This is an optimization exercise on Yosys and OpenROAD, whose aim is small area, a short achievable clock period and few clock cycles per item, not a production implementation. Only simulation tests tie the RTL to the original design; equivalence was not proved. Power is estimated from default activity; no workload was simulated.

==> design.v <==
module fir ( clk ,rst ,in_data ,in_valid ,in_ready ,coeff_a00 ,coeff_a01 ,coeff_a02 ,coeff_a03 ,coeff_a04 ,
	coeff_a05 ,coeff_a06 ,coeff_a07 ,coeff_a08 ,filter_output ,out_valid );
input		clk ;	 
input		rst ;	 
input	[7:0]	in_data ;	 
input	[7:0]	coeff_a00 ;	 
input	[7:0]	coeff_a01 ;	 
input	[7:0]	coeff_a02 ;	 
input	[7:0]	coeff_a03 ;	 
input	[7:0]	coeff_a04 ;	 
input	[7:0]	coeff_a05 ;	 
input	[7:0]	coeff_a06 ;	 
input	[7:0]	coeff_a07 ;	 
input	[7:0]	coeff_a08 ;	 
output	[23:0]	filter_output ;	 
input		in_valid ;
output		in_ready ;
output		out_valid ;
wire		ST1_01d ;
wire		ST1_02d ;
wire		JF_01 ;
assign	in_ready = ST1_01d ;
fir_fsm INST_fsm ( .clk(clk) ,.rst(rst) ,.in_valid(in_valid) ,.ST1_02d(ST1_02d) ,.ST1_01d(ST1_01d) ,.JF_01(JF_01) );
fir_dat INST_dat ( .clk(clk) ,.rst(rst) ,.in_data(in_data) ,.coeff_a00(coeff_a00) ,
	.coeff_a01(coeff_a01) ,.coeff_a02(coeff_a02) ,.coeff_a03(coeff_a03) ,.coeff_a04(coeff_a04) ,
	.coeff_a05(coeff_a05) ,.coeff_a06(coeff_a06) ,.coeff_a07(coeff_a07) ,.coeff_a08(coeff_a08) ,
	.filter_output(filter_output) ,.in_valid(in_valid) ,.out_valid(out_valid) ,.ST1_02d(ST1_02d) ,.ST1_01d(ST1_01d) ,.JF_01(JF_01) );
endmodule
module fir_fsm ( clk ,rst ,in_valid ,ST1_02d ,ST1_01d ,JF_01 );
input		clk ;	 
input		rst ;	 
input		in_valid ;
output		ST1_02d ;
output		ST1_01d ;
input		JF_01 ;
reg	B01_streg ;
parameter	ST1_01 = 1'h0 ;
parameter	ST1_02 = 1'h1 ;
assign	ST1_01d = ( ( B01_streg == ST1_01 ) ? 1'h1 : 1'h0 ) ;
assign	ST1_02d = ( ( B01_streg == ST1_02 ) ? 1'h1 : 1'h0 ) ;
always @ ( posedge clk )
	if ( !rst )
		B01_streg <= ST1_01 ;
	else
		case ( B01_streg )
		ST1_01 :
			if ( in_valid )
				B01_streg <= ST1_02 ;
			else
				B01_streg <= ST1_01 ;
		ST1_02 :
			if ( ( JF_01 != 1'h0 ) )
				B01_streg <= ST1_01 ;
			else
				B01_streg <= ST1_02 ;
		default :
			B01_streg <= ST1_01 ;
		endcase
endmodule
module fir_dat ( clk ,rst ,in_data ,coeff_a00 ,coeff_a01 ,coeff_a02 ,coeff_a03 ,
	coeff_a04 ,coeff_a05 ,coeff_a06 ,coeff_a07 ,coeff_a08 ,filter_output ,in_valid ,
	out_valid ,ST1_02d ,ST1_01d ,JF_01 );
input		clk ;	 
input		rst ;	 
input	[7:0]	in_data ;	 
input	[7:0]	coeff_a00 ;	 
input	[7:0]	coeff_a01 ;	 
input	[7:0]	coeff_a02 ;	 
input	[7:0]	coeff_a03 ;	 
input	[7:0]	coeff_a04 ;	 
input	[7:0]	coeff_a05 ;	 
input	[7:0]	coeff_a06 ;	 
input	[7:0]	coeff_a07 ;	 
input	[7:0]	coeff_a08 ;	 
output	[23:0]	filter_output ;	 
input		in_valid ;
output		out_valid ;
input		ST1_02d ;
input		ST1_01d ;
output		JF_01 ;
wire		U_02 ;
wire	[3:0]	incr4s1i1 ;
wire	[3:0]	incr4s1ot ;
wire	[3:0]	lop4u_11i2 ;
wire	[3:0]	lop4u_11i1 ;
wire		lop4u_11ot ;
wire	[8:0]	mul12s1i2 ;
wire	[15:0]	mul12s1ot ;
wire	[15:0]	add28s_251i2 ;
wire	[24:0]	add28s_251i1 ;
wire	[24:0]	add28s_251ot ;
wire		JF_01 ;
wire		RG_data_buffer_en ;
wire		RG_data_buffer_1_en ;
wire		RG_data_buffer_2_en ;
wire		RG_data_buffer_3_en ;
wire		RG_data_buffer_4_en ;
wire		RG_data_buffer_5_en ;
wire		RG_data_buffer_6_en ;
wire		RG_data_buffer_7_en ;
wire		RG_data_buffer_8_en ;
wire		filter_output_r_en ;
wire		coeff_read_rg00_en ;
wire		coeff_read_rg01_en ;
wire		coeff_read_rg02_en ;
wire		coeff_read_rg03_en ;
wire		coeff_read_rg04_en ;
wire		coeff_read_rg05_en ;
wire		coeff_read_rg06_en ;
wire		coeff_read_rg07_en ;
wire		coeff_read_rg08_en ;
reg	[7:0]	coeff_read_rg08 ;	 
reg	[7:0]	coeff_read_rg07 ;	 
reg	[7:0]	coeff_read_rg06 ;	 
reg	[7:0]	coeff_read_rg05 ;	 
reg	[7:0]	coeff_read_rg04 ;	 
reg	[7:0]	coeff_read_rg03 ;	 
reg	[7:0]	coeff_read_rg02 ;	 
reg	[7:0]	coeff_read_rg01 ;	 
reg	[7:0]	coeff_read_rg00 ;	 
reg	[7:0]	RG_data_buffer ;	 
reg	[7:0]	RG_data_buffer_1 ;	 
reg	[7:0]	RG_data_buffer_2 ;	 
reg	[7:0]	RG_data_buffer_3 ;	 
reg	[7:0]	RG_data_buffer_4 ;	 
reg	[7:0]	RG_data_buffer_5 ;	 
reg	[7:0]	RG_data_buffer_6 ;	 
reg	[7:0]	RG_data_buffer_7 ;	 
reg	[24:0]	RG_sop ;	 
reg	[7:0]	RG_data_buffer_8 ;	 
reg	[3:0]	RG_i ;	 
reg	[23:0]	filter_output_r ;	 
reg		out_valid_r ;
wire		U_01 ;
reg	[7:0]	mul12s1i1 ;
reg	[7:0]	M_21 ;
reg	[24:0]	RG_sop_t ;
reg	[3:0]	RG_i_t ;
reg	[15:0]	sop_11_t1 ;
reg	sop_11_t1_c1 ;
fir_incr4s INST_incr4s_1 ( .i1(incr4s1i1) ,.o1(incr4s1ot) );	 
fir_lop4u_1 INST_lop4u_1_1 ( .i1(lop4u_11i1) ,.i2(lop4u_11i2) ,.o1(lop4u_11ot) );	 
fir_mul12s INST_mul12s_1 ( .i1(mul12s1i1) ,.i2(mul12s1i2) ,.o1(mul12s1ot) );	 
fir_add28s_25 INST_add28s_25_1 ( .i1(add28s_251i1) ,.i2(add28s_251i2) ,.o1(add28s_251ot) );	 
assign	filter_output = filter_output_r ;	 
assign	out_valid = out_valid_r ;
assign	U_01 = ( ST1_01d & in_valid ) ;
assign	add28s_251i1 = RG_sop ;	 
assign	add28s_251i2 = mul12s1ot ;	 
always @ ( coeff_read_rg08 or coeff_read_rg07 or coeff_read_rg06 or coeff_read_rg05 or 
	coeff_read_rg04 or coeff_read_rg03 or coeff_read_rg02 or coeff_read_rg01 or 
	coeff_read_rg00 or RG_i )	 
	case ( RG_i )
	4'h0 :
		mul12s1i1 = coeff_read_rg00 ;	 
	4'h1 :
		mul12s1i1 = coeff_read_rg01 ;	 
	4'h2 :
		mul12s1i1 = coeff_read_rg02 ;	 
	4'h3 :
		mul12s1i1 = coeff_read_rg03 ;	 
	4'h4 :
		mul12s1i1 = coeff_read_rg04 ;	 
	4'h5 :
		mul12s1i1 = coeff_read_rg05 ;	 
	4'h6 :
		mul12s1i1 = coeff_read_rg06 ;	 
	4'h7 :
		mul12s1i1 = coeff_read_rg07 ;	 
	4'h8 :
		mul12s1i1 = coeff_read_rg08 ;	 
	default :
		mul12s1i1 = 8'hx ;
	endcase
always @ ( RG_data_buffer_7 or RG_data_buffer_6 or RG_data_buffer_5 or RG_data_buffer_4 or 
	RG_data_buffer_3 or RG_data_buffer_2 or RG_data_buffer_1 or RG_data_buffer or 
	RG_data_buffer_8 or RG_i )	 
	case ( RG_i )
	4'h0 :
		M_21 = RG_data_buffer_8 ;	 
	4'h1 :
		M_21 = RG_data_buffer ;	 
	4'h2 :
		M_21 = RG_data_buffer_1 ;	 
	4'h3 :
		M_21 = RG_data_buffer_2 ;	 
	4'h4 :
		M_21 = RG_data_buffer_3 ;	 
	4'h5 :
		M_21 = RG_data_buffer_4 ;	 
	4'h6 :
		M_21 = RG_data_buffer_5 ;	 
	4'h7 :
		M_21 = RG_data_buffer_6 ;	 
	4'h8 :
		M_21 = RG_data_buffer_7 ;	 
	default :
		M_21 = 8'hx ;
	endcase
assign	mul12s1i2 = { 1'h0 , M_21 } ;	 
assign	lop4u_11i1 = incr4s1ot ;	 
assign	lop4u_11i2 = 4'h9 ;	 
assign	incr4s1i1 = RG_i ;	 
assign	U_02 = ( ST1_02d & ( ~lop4u_11ot ) ) ;	 
assign	RG_data_buffer_en = U_02 ;
always @ ( posedge clk )
	if ( !rst )
		RG_data_buffer <= 8'h00 ;
	else if ( RG_data_buffer_en )
		RG_data_buffer <= RG_data_buffer_8 ;
assign	RG_data_buffer_1_en = U_02 ;
always @ ( posedge clk )
	if ( !rst )
		RG_data_buffer_1 <= 8'h00 ;
	else if ( RG_data_buffer_1_en )
		RG_data_buffer_1 <= RG_data_buffer ;
assign	RG_data_buffer_2_en = U_02 ;
always @ ( posedge clk )
	if ( !rst )
		RG_data_buffer_2 <= 8'h00 ;
	else if ( RG_data_buffer_2_en )
		RG_data_buffer_2 <= RG_data_buffer_1 ;
assign	RG_data_buffer_3_en = U_02 ;
always @ ( posedge clk )
	if ( !rst )
		RG_data_buffer_3 <= 8'h00 ;
	else if ( RG_data_buffer_3_en )
		RG_data_buffer_3 <= RG_data_buffer_2 ;
assign	RG_data_buffer_4_en = U_02 ;
always @ ( posedge clk )
	if ( !rst )
		RG_data_buffer_4 <= 8'h00 ;
	else if ( RG_data_buffer_4_en )
		RG_data_buffer_4 <= RG_data_buffer_3 ;
assign	RG_data_buffer_5_en = U_02 ;
always @ ( posedge clk )
	if ( !rst )
		RG_data_buffer_5 <= 8'h00 ;
	else if ( RG_data_buffer_5_en )
		RG_data_buffer_5 <= RG_data_buffer_4 ;
assign	RG_data_buffer_6_en = U_02 ;
always @ ( posedge clk )
	if ( !rst )
		RG_data_buffer_6 <= 8'h00 ;
	else if ( RG_data_buffer_6_en )
		RG_data_buffer_6 <= RG_data_buffer_5 ;
assign	RG_data_buffer_7_en = U_02 ;
always @ ( posedge clk )
	if ( !rst )
		RG_data_buffer_7 <= 8'h00 ;
	else if ( RG_data_buffer_7_en )
		RG_data_buffer_7 <= RG_data_buffer_6 ;
always @ ( ST1_02d or add28s_251ot or ST1_01d )
	case ( { ST1_01d , ST1_02d } )
	2'b10 :
		RG_sop_t = 25'h0000000 ;	 
	2'b01 :
		RG_sop_t = add28s_251ot ;
	default :
		RG_sop_t = 25'hx ;
	endcase
always @ ( posedge clk )
	RG_sop <= RG_sop_t ;	 
assign	RG_data_buffer_8_en = U_01 ;
always @ ( posedge clk )	 
	if ( RG_data_buffer_8_en )
		RG_data_buffer_8 <= in_data ;
always @ ( ST1_02d or incr4s1ot or ST1_01d )
	case ( { ST1_01d , ST1_02d } )
	2'b10 :
		RG_i_t = 4'h0 ;	 
	2'b01 :
		RG_i_t = incr4s1ot ;	 
	default :
		RG_i_t = 4'hx ;
	endcase
always @ ( posedge clk )
	RG_i <= RG_i_t ;	 
always @ ( add28s_251ot )	 
	begin
	sop_11_t1_c1 = ~add28s_251ot [24] ;
	case ( { add28s_251ot [24] , sop_11_t1_c1 } )
	2'b10 :
		sop_11_t1 = 16'h0000 ;	 
	2'b01 :
		sop_11_t1 = add28s_251ot [15:0] ;
	default :
		sop_11_t1 = 16'hx ;
	endcase
	end
assign	JF_01 = ~lop4u_11ot ;	 
assign	filter_output_r_en = U_02 ;
always @ ( posedge clk )	 
	if ( filter_output_r_en )
		filter_output_r <= { 8'h00 , sop_11_t1 } ;
always @ ( posedge clk )
	if ( !rst )
		out_valid_r <= 1'h0 ;
	else
		out_valid_r <= U_02 ;
assign	coeff_read_rg00_en = U_01 ;
always @ ( posedge clk )	 
	if ( !rst )
		coeff_read_rg00 <= 8'h00 ;
	else if ( coeff_read_rg00_en )
		coeff_read_rg00 <= coeff_a00 ;
assign	coeff_read_rg01_en = U_01 ;
always @ ( posedge clk )	 
	if ( !rst )
		coeff_read_rg01 <= 8'h00 ;
	else if ( coeff_read_rg01_en )
		coeff_read_rg01 <= coeff_a01 ;
assign	coeff_read_rg02_en = U_01 ;
always @ ( posedge clk )	 
	if ( !rst )
		coeff_read_rg02 <= 8'h00 ;
	else if ( coeff_read_rg02_en )
		coeff_read_rg02 <= coeff_a02 ;
assign	coeff_read_rg03_en = U_01 ;
always @ ( posedge clk )	 
	if ( !rst )
		coeff_read_rg03 <= 8'h00 ;
	else if ( coeff_read_rg03_en )
		coeff_read_rg03 <= coeff_a03 ;
assign	coeff_read_rg04_en = U_01 ;
always @ ( posedge clk )	 
	if ( !rst )
		coeff_read_rg04 <= 8'h00 ;
	else if ( coeff_read_rg04_en )
		coeff_read_rg04 <= coeff_a04 ;
assign	coeff_read_rg05_en = U_01 ;
always @ ( posedge clk )	 
	if ( !rst )
		coeff_read_rg05 <= 8'h00 ;
	else if ( coeff_read_rg05_en )
		coeff_read_rg05 <= coeff_a05 ;
assign	coeff_read_rg06_en = U_01 ;
always @ ( posedge clk )	 
	if ( !rst )
		coeff_read_rg06 <= 8'h00 ;
	else if ( coeff_read_rg06_en )
		coeff_read_rg06 <= coeff_a06 ;
assign	coeff_read_rg07_en = U_01 ;
always @ ( posedge clk )	 
	if ( !rst )
		coeff_read_rg07 <= 8'h00 ;
	else if ( coeff_read_rg07_en )
		coeff_read_rg07 <= coeff_a07 ;
assign	coeff_read_rg08_en = U_01 ;
always @ ( posedge clk )	 
	if ( !rst )
		coeff_read_rg08 <= 8'h00 ;
	else if ( coeff_read_rg08_en )
		coeff_read_rg08 <= coeff_a08 ;
endmodule
module fir_incr4s ( i1 ,o1 );
input	[3:0]	i1 ;
output	[3:0]	o1 ;
assign	o1 = ( i1 + 1'h1 ) ;
endmodule
module fir_lop4u_1 ( i1 ,i2 ,o1 );
input	[3:0]	i1 ;
input	[3:0]	i2 ;
output		o1 ;
wire		M_01 ;
assign	M_01 = ( i1 < i2 ) ;
assign	o1 = M_01 ;
endmodule
module fir_mul12s ( i1 ,i2 ,o1 );
input	[7:0]	i1 ;
input	[8:0]	i2 ;
output	[15:0]	o1 ;
wire	signed	[15:0]	so1 ;
assign	so1 = ( $signed( i1 ) * $signed( i2 ) ) ;
assign	o1 = $unsigned( so1 ) ;
endmodule
module fir_add28s_25 ( i1 ,i2 ,o1 );
input	[24:0]	i1 ;
input	[15:0]	i2 ;
output	[24:0]	o1 ;
assign	o1 = ( i1 + { { 9{ i2 [15] } } , i2 } ) ;
endmodule
==> run.sh <==
#!/bin/bash
# synth_recipe.tcl (not shown) runs the flow's synth.tcl, then flattens the netlist and writes it again
# the make line also repeats each setting of config.mk as NAME=value (left out here)
make -C /OpenROAD-flow-scripts/flow DESIGN_CONFIG=/design/flow/config.mk WORK_HOME=/design/flow/orfs CLKGATE_MAP_FILE= SYNTH_SCRIPT=/design/flow/synth_recipe.tcl finish
==> config.mk <==
export PLATFORM = sky130hd
export DESIGN_NAME = fir
export DESIGN_NICKNAME = fir
export VERILOG_FILES = /design/flow/design.v
export SDC_FILE = /design/flow/constraint.sdc
export NUM_CORES = 4
export LEC_CHECK = 0
export CAP_MARGIN = 20
export CORE_MARGIN = 2
export CORE_UTILIZATION = 40
export PLACE_DENSITY = 0.6
export SLEW_MARGIN = 20
==> constraint.sdc <==
create_clock -name core_clock -period 10.0 [get_ports {clk}]
set_input_delay 2.0000 -clock core_clock [delete_from_list [all_inputs] [get_ports {clk}]]
set_output_delay 2.0000 -clock core_clock [all_outputs]
set_load 0.01 [all_outputs]
==> qor.txt <==
status: timing/DRC/antenna clean
CTS Root Cell: clkbuf_16
Fin. Hold Viols: 0
crit-path max cell delay: 870 ps
Worst-Skew Late Latency: 460 ps
slowest CP cell: dfxtp_1
met2 routed wirelength: 12,500 microns
cts repair resizes: 0
Pre-Repair DR Iteration Count: 6
PortBufs: 100
wire per inst: 15.9 microns
Inst Count DP: 1,647
hold_buf cts: 0
Main synth FF type: dfxtp_1
startpoint types: flip-flop
initial antenna violation count: 0
Switching Fraction: 39.7%
Area Overhead vs Synth: 16.9%
Via density: 5.16
met3 routed WL: 1030 microns
total gr overflow: 0
fill cell count: 2,626
Clock Skews: 17.8 ps
YS warnings: 2
Final ANT Viol Nets: 0
Die X: 168 microns
CP dominant cell by count: inv_1
Pint: 1760 uW
Setup Buffers After CTS: 0
GRT Resource Usage Total: 19.0%
Hold WS: 467 ps
Reg clk slew, reported paths: 90 ps
Pins Over Slew Limit: 0
biggest regs: INST_dat.RG_sop (25), INST_dat.filter_output_r (16)
Starting DRT DRC Count: 738
TritonCTS clock tree: yes
detailed-route DRC error count: 0
Pwr Density: 231 nW/um^2
largest net degree at the start of global routing: 82
core area: 26,700 sq um
fin crit share: 92.9%
cell area after synthesis: 10,800 sq um
leak pwr: 0.00492 uW
Slew @ Worst Pin: 1010 ps
peak supply drop: 0.000146 V
Final Wtd Congestion: 0.890
row count: 60
WS Path Type: flip-flop to flip-flop
max layer used: met4
CP endpoint kind: flip-flop
Post-Synthesis Cells: 1,263
fin cells: 1,679
Max clock buf depth: 2
global-route wire length before repair: 43,300 microns
final net count: 1,517
# diodes: 0
Layout Utilization: 47.2%
commonest non-fill, non-tap cell in the layout: nand2_1
FF+latch count, synth: 191
RSZ-0062 raised after global routing: no
crit path max fanout: 19
Die Area: 28,300 sq um
hold crit path type: flip-flop to flip-flop
Largest Register: INST_dat.RG_sop
Net Switching: 1150 uW
Seq pwr share: 30.4%
vias: 8,664
Post-synth ARST share: 0%
Syn Area/Cell: 8.55 sq um
Max Cap Viol: 0
final setup violation count: 0
Post-Route Setup TNS: 0 ps
max reg flops: 25
Die Span Y: 168 microns
share of post-route cells with drive strength above 1: 4.48%
H-tree levels: 4
vias in the first global route: 8,323
f_max: 108 MHz
Slew HR: 32.7%
clk sinks: 191
Initial Util: 40.4%
sequential fraction of the synthesis area: 37.6%
Critical Path AT: 9480 ps
Num CTS Buffers: 17
clock group share of total power: 24.8%
number of synthesized flops with an enable pin: 24
M1 wire length: 12,800 microns
Tmin final: 9290 ps
DPL Wire Length: 19,300 microns
commonest non-fill, non-tap cells in the layout: nand2_1, dfxtp_1, a21boi_0
WP data required: 10,190 ps
I/O pin count: 109
Combinational Power Share: 44.8%
Post-Route WL: 26,700 microns
Yosys cell types: 57
## path summary, 6_finish.rpt
path                                                   start                           end  slack [ps]  cells after the start
worst min register to register  INST_dat.RG_data_buffer_7[2]  INST_dat.RG_data_buffer_7[2]         470                      2
worst min-delay path            INST_dat.RG_data_buffer_7[2]  INST_dat.RG_data_buffer_7[2]         470                      2
worst max register to register              INST_dat.RG_i[2]  INST_dat.filter_output_r[14]         710                     31
worst max-delay path                        INST_dat.RG_i[2]  INST_dat.filter_output_r[14]         710                     31
## cell type report
| type | instances | area [sq um] | share of cell area, % |
|---|---|---|---|
| Tap cell | 341 | 427 | 3.38 |
| Multi-Input combinational cell | 942 | 6220 | 49.3 |
| Sequential cell | 191 | 4060 | 32.2 |
| Clock buffer | 17 | 425 | 3.37 |
| Clock inverter | 15 | 191 | 1.52 |
| Timing Repair Buffer | 106 | 1040 | 8.25 |
| Inverter | 67 | 251 | 1.99 |
## power groups by stage
stage	clock network [uW]	logic, uW	registers (uW)
2_1_floorplan	0	1050	890
3_3_place_gp	0	1290	904
3_5_place_dp	0	1300	904
4_1_cts	738	1310	886
5_1_grt	770	1490	890
6_report	721	1300	885
## Yosys cell counts (2+ instances only)
| cell | instances | area [sq um] |
|---|---|---|
| nand2_1 | 302 | 1130 |
| dfxtp_1 | 167 | 3340 |
| a21boi_0 | 136 | 1020 |
| nor2_1 | 111 | 417 |
| ha_1 | 71 | 888 |
| inv_1 | 65 | 244 |
| clkbuf_1 | 49 | 184 |
| fa_1 | 38 | 761 |
| a22oi_1 | 30 | 225 |
| a21oi_1 | 29 | 145 |
| edfxtp_1 | 24 | 721 |
| o21ai_0 | 23 | 115 |
| xnor2_1 | 18 | 158 |
| nand4_1 | 15 | 93.8 |
| o21ai_1 | 15 | 75.1 |
| xor2_1 | 14 | 123 |
| a221oi_1 | 13 | 114 |
| and2_1 | 12 | 75.1 |
| a21o_1 | 11 | 82.6 |
| a211oi_1 | 9 | 67.6 |
| buf_1 | 9 | 33.8 |
| buf_4 | 8 | 60.1 |
| or2_2 | 8 | 50.1 |
| a22o_1 | 7 | 61.3 |
| nand2b_1 | 7 | 43.8 |
| mux2i_1 | 6 | 60.1 |
| nand3_1 | 6 | 30.0 |
| nor3_1 | 6 | 30.0 |
| a222oi_1 | 5 | 50.1 |
| nor2b_1 | 5 | 31.3 |
| o211ai_1 | 5 | 37.5 |
| o21a_1 | 5 | 37.5 |
| o21bai_1 | 4 | 30.0 |
| buf_2 | 3 | 15.0 |
| o31ai_1 | 3 | 22.5 |
| inv_2 | 2 | 7.51 |
| o22ai_1 | 2 | 12.5 |
## metal layers
metal | vias to the layer above | track usage, %
met1 | 4050 | 26.2
met4 | 0 | 4.84
met5 | - | 0
met3 | 34 | 3.10
met2 | 203 | 31.3
li1 | 4377 | -
## metrics by stage
step	instance area, sq um	power [uW]	setup slack [ps]
4_1_cts	12600	2940	764
6_report	12600	2910	711
2_1_floorplan	10800	1940	2030
5_1_grt	12600	3150	103
3_3_place_gp	12000	2190	773
3_5_place_dp	12000	2210	784
## logic make-up (layout without fill, tap and decap cells)
logic type,after synthesis,in the layout,synth area share [%]
adders and majority gates,109,109,15.3
xor gates and xnor gates,34,34,2.90
and+or+nand+nor,477,477,18.0
muxes,6,6,0.556
buffers and inverters,137,205,5.14
other,1,8,0.0347
AOI/OAI and AO/OA,308,308,20.5
DFF,191,191,37.6
## worst max-delay path: cells and delay by family (launching register included)
kind,cells,cell delay [ps]
xor+xnor,2,320
flops,1,870
compound gates,9,2070
fa+ha+maj,6,2860
simple gates,8,2100
buf+inv,6,760
Testbench counts, summed over its fixed seeds: cycles 20,488, items 2,048.

-- afterwards: timing with drivers on the ports --
The results above use ideal ports. As a check the final layout listed here was re-extracted and re-timed, cells and wires unchanged. Step 1: set_driving_cell puts a clkbuf_16 on clk and a buf_2 on each other input, an assumption about the parent block. Step 2 also shifts input and output timing later by t, the mid clock arrival at the registers, as if the neighbouring blocks saw the same clock. a / b / c = ideal / step 1 / step 2; a / b = the first two.
t (ns): 0.497
setup WS [ns]: 0.711 / 0.711 / 0.711
worst setup path at the end: register to register
After both steps setup and hold are still met in this run. For this run, drivers alone change the setup slack by 0.000 ns; drivers and shift together by 0.000 ns.
